This is an optimization exercise on Yosys and OpenROAD, whose aim is small area and few clock cycles, not a production implementation.
The RTL was checked by simulation tests, not by an equivalence proof against the original design.

==> flow/design.v (outline; a module is shown in full before it is edited, if it fits) <==
// module fa: 4 lines
// module ha: 4 lines
// module pgc: 4 lines
// module gc: 3 lines
// module ppa: 3 lines
// module ppn: 3 lines
// module convolution_top_module: 5428 lines
module convolution_top_module
(
input iCLK, iRSTn,
input signed [7:0] iW, iX,
input [4:0] iADDR,
input iWren, iValid,
output signed [15:0] oY,
output oValid);
  // ...
==> flow/run.sh <==
#!/bin/bash
# synth_recipe.tcl (not shown) runs the flow's synth.tcl, then flattens the netlist and writes it again
# the make line also repeats each setting of config.mk as NAME=value (left out here)
make -C /OpenROAD-flow-scripts/flow DESIGN_CONFIG=/design/flow/config.mk WORK_HOME=/design/flow/orfs CLKGATE_MAP_FILE= SYNTH_SCRIPT=/design/flow/synth_recipe.tcl finish
==> flow/config.mk <==
export PLATFORM = sky130hd
export DESIGN_NAME = convolution_top_module
export DESIGN_NICKNAME = convolution_top_module
export VERILOG_FILES = /design/flow/design.v
export SDC_FILE = /design/flow/constraint.sdc
export NUM_CORES = 4
export LEC_CHECK = 0
export CAP_MARGIN = 20
export CORE_MARGIN = 2
export CORE_UTILIZATION = 55
export CTS_CLUSTER_DIAMETER = 120
export CTS_CLUSTER_SIZE = 20
export GPL_TIMING_DRIVEN = 0
export SLEW_MARGIN = 20
export SYNTH_HIERARCHICAL = 1
==> flow/constraint.sdc <==
create_clock -name core_clock -period 6.0 [get_ports {iCLK}]
set_input_delay 1.2000 -clock core_clock [delete_from_list [all_inputs] [get_ports {iCLK}]]
set_output_delay 1.2000 -clock core_clock [all_outputs]
set_load 0.01 [all_outputs]
==> qor.yml, run 1 <==
synth_top_family_by_area: "adder cells"
worst_slack_ps: 215.9
worst_r2r_endpoint: "T3[15]"
fillers: 10830
boundaryPins: 42
synth_top_area_cell: "fa_1"
hold_path_end: "line[729]"
n_all_inverters: 78
status: "complete, no violations"
antenna_found_initial: 8
r2r_slack_ps: 450
ys_warn_count: 7
area_delta_synth_final_pct: 7.255
synth_compound_area_share_pct: 2.749
synth_edf_count: 200
avgSynthCellArea_um2: 13.76
flops_and_latches: 1445
slowest_delay_ps: 660
fp.dieH_um: 372.4
grt_max_degree: 22
seq_area_um2: 30990
clkLatencyLatePin_ps: 710
timing.rr.start: "T2[15]"
worstPathCellList: "fa_1, ha_1, and2_1, and2_1, and2_1, a21o_1, a21o_1, xnor2_1, o21ai_2, buf_2, o21ai_1, clkdlybuf4s50_1"
nets: 7311
final_common_cell: "fa_1"
synth_most_common_cell: "fa_1"
Testbench counts, summed over its fixed seeds: cycles 49,168.
==> run 2: changes to the inputs <==
--- a/flow/config.mk
+++ b/flow/config.mk
@@ -8,8 +8,9 @@
 export CAP_MARGIN = 20
 export CORE_MARGIN = 2
 export CORE_UTILIZATION = 55
-export CTS_CLUSTER_DIAMETER = 120
-export CTS_CLUSTER_SIZE = 20
+export CTS_BUF_LIST = sky130_fd_sc_hd__clkbuf_8
+export CTS_CLUSTER_DIAMETER = 90
+export CTS_CLUSTER_SIZE = 12
 export GPL_TIMING_DRIVEN = 0
 export SLEW_MARGIN = 20
 export SYNTH_HIERARCHICAL = 1
==> run 2 against run 1 <==
Effect of this change: via count up 0.85%; worst setup slack worse by 70 ps; register-to-register slack improved by 20 ps; clock skew increased by 26 ps.
==> qor.yml, run 2 <==
status: "complete, no violations"  # unchanged
post-route-period-util_pct: 97.58  # was 96.40%
antenna_found_initial: 9  # was 8
wl_per_cell_um: 23.57  # was 23.65 um
crit_type: "reg -> out"  # unchanged
synth_top_area_share_pct: 38.70  # unchanged
top_register: "line"  # unchanged
nets: 7367  # was 7,311
avgSynthCellArea_um2: 13.76  # unchanged
cp.required_ps: 4800  # about the same
final_layout_size_suffix_gt1_share_pct: 4.029  # was 2.807%
fin_crit_ps: 5855  # was 5784 ps
arrival_ps: 4650  # was 4580 ps
boundaryPins: 42  # unchanged
core_area_um2: 135100  # unchanged
synthesis.area_um2: 74640  # unchanged
clock_skew_ps: 47.03  # was 20.99 ps
ys_top_cells_by_count: "1,443 x fa_1, 1,271 x nor2_1, 1,233 x dfxtp_1"  # unchanged
crit_buf_inv: 2  # unchanged
synth_seq_cells: 1445  # unchanged
crit_fanout: 10  # unchanged
synth_edf_count: 200  # unchanged
timing.rr.start: "T2[15]"  # unchanged
setup.worst_path.end_class: "primary output"  # unchanged
drt_pass1_iterations: 6  # was 5
cts_tree: "built"  # unchanged
post-place-ws_ps: 427.7  # unchanged
first_global_vias: 45830  # was 45,270
clockRootBuffer: "clkbuf_8"  # was clkbuf_16
path_clk_slew_ps: 80  # was 90 ps
drt_wl_total_um: 176700  # was 175,300 um
grt_remaining_overflow: 0  # unchanged
hold_start: "line[462]"  # was line[721]
worstPathCellList: "fa_1, ha_1, a21o_1, a21o_1, a21o_1, a21o_1, a21o_1, xor2_1, a21oi_2, buf_6, o21ai_2, clkdlybuf4s50_1"  # was fa_1, ha_1, and2_1, and2_1, and2_1, a21o_1, a21o_1, xnor2_1, o21ai_2, buf_2, o21ai_1, clkdlybuf4s50_1
hpwlAfterDp_um: 136500  # unchanged
worst_pin_slew_ps: 1066  # was 1071 ps
cts.sinks: 1445  # unchanged
area_delta_synth_final_pct: 7.265  # was 7.255%
ys_async_sr_fraction_pct: 0.8304  # unchanged
hold_viol_final: 0  # unchanged
synth_most_common_cell: "fa_1"  # unchanged
ys.flop_type: "dfxtp_1"  # unchanged
cts_setup_buffers: 0  # unchanged
cpMostUsedCell: "a21o_1"  # was and2_1
r2r_slack_ps: 470  # was 450 ps
fin_setup_tns_ps: 0  # unchanged
final_common_cell: "fa_1"  # unchanged
worst_r2r_endpoint: "T3[15]"  # unchanged
dr_total_vias: 40860  # was 40,520
rows: 135  # unchanged
cts_buffer_depth: 3  # unchanged
clkLatencyLatePin_ps: 890  # was 710 ps
grt_max_degree: 18  # was 22
ys_seq_area_share_pct: 41.52  # unchanged
drc: 0  # unchanged
slowest_delay_ps: 620  # was 660 ps
hold_path_end: "line[470]"  # was line[729]
final_util_pct: 59.25  # was 59.24%
rsz0062_at_grt: "false"  # unchanged
critPathLaunch: "T4[9]"  # was T4[15]
port-buffer-count: 39  # unchanged
synthDistinctLibCells: 37  # unchanged
grt_pass1_wl_um: 276400  # was 274,500 um
rr_worst_depth: 20  # unchanged
largest_reg_flops: 1032  # unchanged
synth.area.top_cells: "fa_1 39%, dfxtp_1 33%, edfxtp_1 8.0%"  # unchanged
ys_warn_count: 7  # unchanged
setup_viol: 0  # unchanged
gp_congestion: 0.9248  # unchanged
via_per_inst: 5.450  # was 5.466
maxCapViolCount: 0  # unchanged
layout_common_cells: "1,443 x fa_1, 1,269 x nor2_1, 1,233 x dfxtp_1, 351 x or2_1, 264 x ha_1"  # unchanged
synth_top_area_cell: "fa_1"  # unchanged
start_util_pct: 55.23  # unchanged
antenna_left: 0  # unchanged
grt_usage_pct: 27.17  # was 26.91%
slowest_stage: "clkdlybuf4s50_1"  # unchanged
cp-start-kind: "flop"  # unchanged
drt_iter0_drc: 2946  # was 2,748
dieWidth_um: 372.4  # unchanged
htreeDepth: 4  # was 3
critical_path.top_delay_family: "compound AO/OA/AOI/OAI gates"  # unchanged
slew_headroom_pct: 28.65  # was 28.35%
cts_buffers: 141  # was 85
fp.dieH_um: 372.4  # unchanged
die-area_um2: 138700  # unchanged
max_freq_ghz: 0.1708  # was 0.1729 GHz
min_path_type: "reg -> reg"  # unchanged
hold_depth: 0  # unchanged
worst_slack_ps: 145.4  # was 215.9 ps
slew_violations: 0  # unchanged
synthCells: 5426  # unchanged
-- run 2: cell count changes in the layout (fill, tap and decap cells not counted), sizes merged --
cell    delta
bufinv     +1
clkinv     +1
clkbuf    +20
inv       +59
diode      +4
-- run 2: cell families (layout without fill, tap and decap cells) --
| logic type | after synthesis | in the layout | synth area share (%) |
|---|---|---|---|
| buffers and inverters | 91 | 360 | 0.5214 |
| xor gates and xnor gates | 147 | 147 | 1.765 |
| other | 2 | 24 | 0.01006 |
| DFF | 1445 | 1445 | 41.52 |
| and+or+nand+nor | 1737 | 1737 | 10.30 |
| adders and majority gates | 1707 | 1707 | 43.13 |
| AOI/OAI and AO/OA | 297 | 297 | 2.749 |
-- run 2: how the worst max path moves through the flow --
stage,end,cells after the start
2_1_floorplan,Q0l[7],10
3_3_place_gp,T3[15],20
3_5_place_dp,T3[15],20
4_1_cts,oY[1],11
5_1_grt,oY[6],12
6_report,oY[0],12
-- run 2: Yosys stat by module, one instance, submodules excluded --
module / cells / flip-flops and latches / cell area (um^2) / copies in the design
convolution_top_module: 1842 / 1445 / 33660 / 1
fa: 1 / 0 / 20.02 / 1443
gc: 1 / 0 / 7.507 / 129
ha: 1 / 0 / 12.51 / 250
pgc: 2 / 0 / 13.76 / 81
ppa: 1 / 0 / 3.754 / 1250
ppn: 1 / 0 / 6.256 / 350
-- run 2: routing by layer --
| metal | vias up | part of all wire (%) | track usage, % |
|---|---|---|---|
| met2 | 1466 | 48 | 43.96 |
| met4 | 0 | 4.9 | 11.70 |
| met3 | 377 | 6.4 | 4.717 |
| li1 | 17500 | - | - |
| met1 | 21520 | 40 | 36.42 |
| met5 | - | 0 | 0 |
-- run 2: cell type report --
class,count,area (um^2)
sequential,1445,30990
clock buffer,144,1982
multi-input combinational,3904,43390
antenna,8,20.02
clock inverter,73,465.4
inverter,78,292.8
fill,10880,55070
buffer,13,96.34
timing repair buffer,52,593.1
tap,1781,2228
-- run 2: worst register-to-register path, cell delays in order, from the launching register on --
cell,delay [ps]
dfxtp_1,540
fa_1,490
ha_1,350
and2_1,180
and2_1,160
and2_1,150
a21o_1,220
a21o_1,200
xnor2_2,250
a21oi_2,140
buf_6,190
o21ai_0,320
fa_1,480
ha_1,340
and2_1,180
and2_1,150
a21o_1,230
a21o_1,230
a21o_1,190
a21o_1,160
xor2_1,270
-- run 2: metrics by stage --
stage	hold WS, ps	std cells	cell area, um^2
final	293.7	7498	80060
after global routing	306.6	7495	80050
after CTS	303.0	7490	80010
after detailed placement	312.1	7273	77540
after global placement	309.5	7260	77310
after floorplan	309.6	5440	74690
-- run 2: timing repair --
action | 4_1_cts | 5_1_grt
cloned | 0 | 0
setup endpoints to repair | 6 | 8
hold buffers | 0 | 0
gates resized for setup | 11 | 8

-- re-timing with driven ports --
The results above use ideal ports. As a check the final layouts listed here were re-extracted and re-timed, cells and wires unchanged. Step 1, drivers: a clkbuf_16 drives iCLK and a buf_2 each remaining input, both assumed. Step 2 also shifts input and output timing later by t, the mid clock arrival at the registers, as if the neighbouring blocks saw the same clock. Slacks: ideal / step 1 / step 2; pairs: ideal / step 1.
run	t (ns)	slack for setup (ns)	worst setup path at the end
run 1	0.778	0.216 / 0.136 / 0.452	register to register
run 2	0.948	0.145 / 0.068 / 0.474	register to register
After both steps setup and hold are still met in every run listed.
